From an optimization exercise on the open Yosys and OpenROAD flow, aimed at small area, a short achievable clock period and few clock cycles; shortcuts taken in it are not production practice.
RTL that was checked went through simulation tests only; none was proved equivalent to the original.
Power is estimated from default activity; no workload was simulated.

main:
==> flow/design.v (excerpt) <==
module qrcode_decoder(
    input clk,
    input srst_n,
    input start,
    input sram_rdata,
    output [11:0] sram_raddr,
    output reg [5:0] loc_y,
    output reg [5:0] loc_x,
    output reg [7:0] decode_text,    
    output reg valid,
    output reg finish
);
For scale: about 1,300 cells after synthesis, ~38 I/O pins.
==> flow/config.mk <==
export PLATFORM = sky130hd
export DESIGN_NAME = qrcode_decoder
export DESIGN_NICKNAME = qrcode_decoder
export VERILOG_FILES = /design/flow/design.v
export SDC_FILE = /design/flow/constraint.sdc
export NUM_CORES = 8
export LEC_CHECK = 0
export ABC_AREA = 1
export CAP_MARGIN = 20
export CORE_MARGIN = 2
export CORE_UTILIZATION = 40
export SLEW_MARGIN = 20
==> flow/constraint.sdc <==
create_clock -name core_clock -period 16.0 [get_ports {clk}]
set_input_delay 3.2000 -clock core_clock [delete_from_list [all_inputs] [get_ports {clk}]]
set_output_delay 3.2000 -clock core_clock [all_outputs]
set_load 0.01 [all_outputs]
standard.sh (not shown) runs the stock make flow with config.mk's settings and CLKGATE_MAP_FILE= SYNTH_SCRIPT=/design/flow/synth_recipe.tcl, a recipe that flattens the netlist after the stock synthesis.
==> flow/flow/run.sh <==
#!/bin/bash
# The standard layout (standard.sh, unchanged), with four changes made through
# its environment:
#  - synthesis leaves the adders to ABC instead of mapping them to the
#    library's half- and full-adder cells (ADDER_MAP_FILE empty); the rest of
#    the synthesis is standard.sh's own (synth_recipe.tcl: no fsm or share
#    passes, flattened, function nets renamed), so the registers are the
#    standard synthesis's;
#  - the buffers that the flow puts on every input and output port are
#    sky130_fd_sc_hd__buf_2 cells instead of the slower delay cells that
#    buffer_ports picks by default;
#  - repair_timing aims for a setup slack of 11.5 ns, i.e. it sizes the cells
#    of paths slower than about 4.5 ns;
#  - clock tree synthesis uses sky130_fd_sc_hd__clkbuf_8 buffers and no dummy
#    loads.
# The clock, its period and the I/O constraints are the design's, unchanged.
# Each tool's full output is in standard.log in this folder.
export ADDER_MAP_FILE=
export BUFFER_PORTS_ARGS="-buffer_cell sky130_fd_sc_hd__buf_2"
export SETUP_SLACK_MARGIN=11.8
export CTS_ARGS="-sink_clustering_enable -repair_clock_nets -dont_use_dummy_load -buf_list sky130_fd_sc_hd__clkbuf_8"
bash standard.sh > standard.log 2>&1
Testbench counts of main, summed over its fixed seeds: cycles 24,414.
Inputs modified between main and the feature branch:
-- flow/design.v --
<<< main, line 33
wire signed [2:0] cx_lo = s1[5:3], cx_hi = s1[2:0];
wire signed [2:0] pcy = s2[5:3], pcx = s2[2:0];
wire tight = s3[5], wide = s3[4], tlm = s3[1], grp = s3[0];
wire [4:0] i = s0[4:0];   
wire [4:0] j = s1[4:0];
>>> the feature branch, line 33
wire signed [2:0] cx_lo = s1[5:3], cx_hi = s1[2:0];
wire signed [2:0] pcy = s2[5:3], pcx = s2[2:0];
wire tight = s3[5], wide = s3[4], mid = s3[3], tlm = s3[1], grp = s3[0];
wire [4:0] i = s0[4:0];   
wire [4:0] j = s1[4:0];
<<< main, line 139
    begin
        poff =
            (kk == 4'd0)  ? {3'sd0, 3'sd2} :
            (kk == 4'd1)  ? {3'sd0, -3'sd2} :
            (kk == 4'd2)  ? {3'sd2, 3'sd0} :
            (kk == 4'd3)  ? {-3'sd2, 3'sd0} :
            (kk == 4'd4)  ? {3'sd2, 3'sd2} :
            (kk == 4'd5)  ? {-3'sd2, -3'sd2} :
            (kk == 4'd6)  ? {3'sd2, -3'sd2} :
            (kk == 4'd7)  ? {-3'sd2, 3'sd2} :
            (kk == 4'd8)  ? {3'sd0, 3'sd1} :
            (kk == 4'd9)  ? {3'sd0, -3'sd1} :
            (kk == 4'd10) ? {3'sd1, 3'sd0} :
            (kk == 4'd11) ? {-3'sd1, 3'sd0} :
            (kk == 4'd12) ? {3'sd1, 3'sd1} :
            (kk == 4'd13) ? {-3'sd1, -3'sd1} :
            (kk == 4'd14) ? {3'sd1, -3'sd1} :
                            {-3'sd1, 3'sd1};
    end
endfunction
>>> the feature branch, line 139
    begin
        poff =
            (kk == 4'd0) ? {3'sd0, 3'sd2} :
            (kk == 4'd1) ? {3'sd2, 3'sd2} :
            (kk == 4'd2) ? {-3'sd2, -3'sd2} :
            (kk == 4'd3) ? {3'sd2, -3'sd2} :
            (kk == 4'd4) ? {-3'sd2, 3'sd2} :
            (kk == 4'd5) ? {3'sd0, -3'sd2} :
            (kk == 4'd6) ? {3'sd2, 3'sd0} :
            (kk == 4'd7) ? {-3'sd2, 3'sd0} :
            (kk == 4'd8) ? {3'sd1, 3'sd1} :
            (kk == 4'd9) ? {-3'sd1, -3'sd1} :
            (kk == 4'd10) ? {3'sd1, -3'sd1} :
            (kk == 4'd11) ? {-3'sd1, 3'sd1} :
            (kk == 4'd12) ? {3'sd0, 3'sd1} :
            (kk == 4'd13) ? {3'sd0, -3'sd1} :
            (kk == 4'd14) ? {3'sd1, 3'sd0} :
                            {-3'sd1, 3'sd0};
    end
endfunction
<<< main, line 218
        case (c)
            3'd0: roffy = s ? 6'd17 : 6'd3;
            3'd1: roffy = s ? 6'd18 : 6'd2;
            3'd2: roffy = s ? 6'd16 : 6'd4;
            3'd3: roffy = s ? 6'd20 : 6'd0;
            default: roffy = s ? 6'd14 : 6'd6;
        endcase
>>> the feature branch, line 218
        case (c)
            3'd0: roffy = s ? 6'd17 : 6'd3;
            3'd1: roffy = s ? 6'd20 : 6'd0;
            3'd2: roffy = s ? 6'd18 : 6'd2;
            3'd3: roffy = s ? 6'd16 : 6'd4;
            default: roffy = s ? 6'd14 : 6'd6;
        endcase
<<< main, line 231
        case (c)
            3'd0: roffx = s ? 6'd61 : 6'd47;
            3'd1: roffx = s ? 6'd62 : 6'd46;
            3'd2: roffx = s ? 6'd60 : 6'd48;
            3'd3: roffx = s ? 6'd0 : 6'd44;
            default: roffx = s ? 6'd58 : 6'd50;
        endcase
>>> the feature branch, line 231
        case (c)
            3'd0: roffx = s ? 6'd61 : 6'd47;
            3'd1: roffx = s ? 6'd0 : 6'd44;
            3'd2: roffx = s ? 6'd62 : 6'd46;
            3'd3: roffx = s ? 6'd60 : 6'd48;
            default: roffx = s ? 6'd58 : 6'd50;
        endcase
<<< main, line 324
    end else case (k[2:0])
        3'd0, 3'd2, 3'd4: bxY = 7'd14;
        3'd1, 3'd3: if (wide) bxY = 7'd107; else begin byY = 6'd1; bxY = 7'd114; end
        default: byY = 6'd1;
    endcase
>>> the feature branch, line 324
    end else case (k[2:0])
        3'd0, 3'd2, 3'd4: bxY = 7'd14;
        3'd1: if (wide || mid) bxY = 7'd107; else begin byY = 6'd1; bxY = 7'd114; end
        3'd3: if (wide) bxY = 7'd107; else begin byY = 6'd1; bxY = 7'd121; end
        default: byY = 6'd1;
    endcase
<<< main, line 370
        s0 <= {u_ylo, u_yhi}; s1 <= {u_xlo, u_xhi};
        s3[5] <= y_ok && x_ok;
        s3[4] <= !x_ok;
        if (p_end) begin
            st <= S_Y; cont <= 1'b0; k <= 6'd0;
>>> the feature branch, line 371
        s0 <= {u_ylo, u_yhi}; s1 <= {u_xlo, u_xhi};
        s3[5] <= y_ok && x_ok;
        s3[4] <= !x_ok && !(u_xhi != u_xlo);
        s3[3] <= !x_ok && (u_xhi != u_xlo);
        if (p_end) begin
            st <= S_Y; cont <= 1'b0; k <= 6'd0;
<<< main, line 387
            if (sx[6]) x <= 6'd0;               
        end else begin
            if (k[2:0] == (wide ? 3'd5 : 3'd1)) k <= 6'd0;
            else k <= k + 6'd1;
        end
>>> the feature branch, line 389
            if (sx[6]) x <= 6'd0;               
        end else begin
            if (k[2:0] == (wide ? 3'd5 : mid ? 3'd3 : 3'd1)) k <= 6'd0;
            else k <= k + 6'd1;
        end
The feature branch | stages: all done | timing, DRC, antenna: all pass. Looking at static leakage power, the feature branch sits 3.0% higher than main does. Setup slack: the feature branch more than main. Comparing die area for main and the feature branch, the bigger number came from the feature branch. Summary of the feature branch over main: post-synth design cell area up 2.2%; share of layout cells above drive strength 1 now larger; post-layout total power now sits higher. Going from main to the feature branch, post-route standard cell area excluding fillers now sits higher; routed wire length went up by 2.7%. The feature branch against main: fraction of the core area covered by cells at the end of the flow went down 0.44 points; fmax held. main → the feature branch: routed wire length on met3 has decreased; peak per-stage delay on the critical path lost 0.03 ns. Delta (the feature branch minus main): vertical die dimension picked up an extra about 1.1%, total global-route track usage shows a reduction of 0.54 points.
The RTL of the feature branch was laid out without a check of its function.

qrcode_decoder, a different RTL version from the one above (not shown whole).
For scale: ~990 cells after synthesis, about 38 I/O pins, ~6300 sq um of cells after synthesis.
Settings: LEC_CHECK=0, ABC_AREA=1, CAP_MARGIN=20, CORE_MARGIN=2, CORE_UTILIZATION=40, SLEW_MARGIN=20; clock period 16.0 ns.
==> flow/flow/run.sh <==
#!/bin/bash
# The standard layout (standard.sh, unchanged), run with a copy of the ORFS
# scripts in which only abc_area.script (the logic optimisation recipe that
# synthesis hands to ABC) differs, and with these settings in its environment:
#  - ABC's recipe: resyn2rs-style AIG rewriting and resubstitution, dch -f,
#    then area-oriented mapping (map -a) and ABC's usual buffering and
#    sizing, instead of dch and delay-oriented mapping (map -B 0.9);
#  - synthesis leaves the adders to ABC instead of mapping them to the
#    library's half- and full-adder cells (ADDER_MAP_FILE empty);
#    the rest of synthesis is standard.sh's own (synth_recipe.tcl: no fsm or
#    share passes, flattened, function nets renamed), so the registers are the
#    standard synthesis's;
#  - the buffers that the flow puts on every input and output port are
#    sky130_fd_sc_hd__buf_2 cells instead of the slower delay cells that
#    buffer_ports picks by default;
#  - repair_timing aims for a setup slack of 11.8 ns, i.e. it sizes the cells
#    of paths slower than about 4.2 ns;
#  - clock tree synthesis uses sky130_fd_sc_hd__clkbuf_8 buffers and no dummy
#    loads.
# The clock, its period and the I/O constraints are the design's, unchanged.
# Each tool's full output is in standard.log in this folder (and ORFS's own
# per-step logs under orfs/logs).
cp -r "$FLOW_HOME/scripts" orfs_scripts
cat > orfs_scripts/abc_area.script <<'ABC'
strash
balance
rewrite
refactor
balance
rewrite
rewrite -z
balance
refactor -z
rewrite -z
balance
dch
map -a
topo
stime -c
buffer -c
upsize -c
dnsize -c
ABC
export SCRIPTS_DIR="$PWD/orfs_scripts"
export ADDER_MAP_FILE=
export BUFFER_PORTS_ARGS="-buffer_cell sky130_fd_sc_hd__buf_2"
export SETUP_SLACK_MARGIN=11.8
export CTS_ARGS="-sink_clustering_enable -repair_clock_nets -dont_use_dummy_load -buf_list sky130_fd_sc_hd__clkbuf_8"
bash standard.sh > standard.log 2>&1
Change:
--- a/flow/design.v
+++ b/flow/design.v
@@ -63,32 +63,32 @@
             default: maskbit = ~(t2 ^ p1);
         endcase
     end
 endfunction
 function [5:0] poff;      
     input [3:0] kk;
     begin
         poff =
-            (kk == 4'd0) ? {3'sd0, 3'sd2} :
-            (kk == 4'd1) ? {3'sd2, 3'sd2} :
-            (kk == 4'd2) ? {-3'sd2, -3'sd2} :
-            (kk == 4'd3) ? {3'sd2, -3'sd2} :
-            (kk == 4'd4) ? {-3'sd2, 3'sd2} :
-            (kk == 4'd5) ? {3'sd0, -3'sd2} :
-            (kk == 4'd6) ? {3'sd2, 3'sd0} :
-            (kk == 4'd7) ? {-3'sd2, 3'sd0} :
-            (kk == 4'd8) ? {3'sd1, 3'sd1} :
-            (kk == 4'd9) ? {-3'sd1, -3'sd1} :
-            (kk == 4'd10) ? {3'sd1, -3'sd1} :
-            (kk == 4'd11) ? {-3'sd1, 3'sd1} :
-            (kk == 4'd12) ? {3'sd0, 3'sd1} :
-            (kk == 4'd13) ? {3'sd0, -3'sd1} :
-            (kk == 4'd14) ? {3'sd1, 3'sd0} :
-                            {-3'sd1, 3'sd0};
+            (kk == 4'd0)  ? {3'sd0, 3'sd2} :
+            (kk == 4'd1)  ? {3'sd0, -3'sd2} :
+            (kk == 4'd2)  ? {3'sd2, 3'sd0} :
+            (kk == 4'd3)  ? {-3'sd2, 3'sd0} :
+            (kk == 4'd4)  ? {3'sd2, 3'sd2} :
+            (kk == 4'd5)  ? {-3'sd2, -3'sd2} :
+            (kk == 4'd6)  ? {3'sd2, -3'sd2} :
+            (kk == 4'd7)  ? {-3'sd2, 3'sd2} :
+            (kk == 4'd8)  ? {3'sd0, 3'sd1} :
+            (kk == 4'd9)  ? {3'sd0, -3'sd1} :
+            (kk == 4'd10) ? {3'sd1, 3'sd0} :
+            (kk == 4'd11) ? {-3'sd1, 3'sd0} :
+            (kk == 4'd12) ? {3'sd1, 3'sd1} :
+            (kk == 4'd13) ? {-3'sd1, -3'sd1} :
+            (kk == 4'd14) ? {3'sd1, -3'sd1} :
+                            {-3'sd1, 3'sd1};
     end
 endfunction
 localparam [5:0] P_N = 6'd16;     
 function [5:0] x7;        
     input [2:0] c;
     begin
         case (c)
             3'b001: x7 = 6'd7;
@@ -142,32 +142,32 @@
     end
 endfunction
 function [5:0] roffy;     
     input s;
     input [2:0] c;
     begin
         case (c)
             3'd0: roffy = s ? 6'd17 : 6'd3;
-            3'd1: roffy = s ? 6'd20 : 6'd0;
-            3'd2: roffy = s ? 6'd18 : 6'd2;
-            3'd3: roffy = s ? 6'd16 : 6'd4;
+            3'd1: roffy = s ? 6'd18 : 6'd2;
+            3'd2: roffy = s ? 6'd16 : 6'd4;
+            3'd3: roffy = s ? 6'd20 : 6'd0;
             default: roffy = s ? 6'd14 : 6'd6;
         endcase
     end
 endfunction
 function [5:0] roffx;     
     input s;
     input [2:0] c;
     begin
         case (c)
             3'd0: roffx = s ? 6'd61 : 6'd47;
-            3'd1: roffx = s ? 6'd0 : 6'd44;
-            3'd2: roffx = s ? 6'd62 : 6'd46;
-            3'd3: roffx = s ? 6'd60 : 6'd48;
+            3'd1: roffx = s ? 6'd62 : 6'd46;
+            3'd2: roffx = s ? 6'd60 : 6'd48;
+            3'd3: roffx = s ? 6'd0 : 6'd44;
             default: roffx = s ? 6'd58 : 6'd50;
         endcase
     end
 endfunction
 function [2:0] wmove;     
     input [2:0] aq, bq;
     input [1:0] ar, br;
     reg u, lowb;
Setup slack got worse by 0.031 ns.
Sequential power came out lower by about 3%.
Total power came out higher by 1.0%.
Clock skew hardly moves.
Synthesized area came out lower by 0.76%.
Design area hardly moves.
Die area came out lower by 0.73%.
Via count came out lower by 1.5%.
No run of this note included a check of the RTL's function; only the layout flow was run.

port drivers added, routing unchanged:
How much do the figures lean on ideal ports? The routed layouts below were timed once more, with nothing changed but the port constraints. Step 1: set_driving_cell puts a clkbuf_16 on clk and a buf_2 on each other input, an assumption about the parent block. Step 2 times the ports against the registers' clock, not the clock port: input delays grow and output delays shrink by t, the midpoint of the rising clock arrivals with the driver on. a / b / c = ideal / step 1 / step 2; a / b = the first two.
| run | shift t [ns] | setup WS [ns] | worst slew at a driven data input, ns |
|---|---|---|---|
| main | 0.407 | 11.827 / 11.786 / 11.642 | 0.03 |
| the feature branch | 0.414 | 11.831 / 11.791 / 11.805 | 0.03 |
| the first run of note 2 | 0.410 | 11.822 / 11.781 / 11.667 | 0.04 |
| the second run of note 2 | 0.406 | 11.791 / 11.750 / 11.556 | 0.03 |
After both steps setup and hold are still met in every run listed. For the second run of note 2, which loses most, drivers alone change the setup slack by -0.041 ns; drivers and shift together by -0.235 ns.
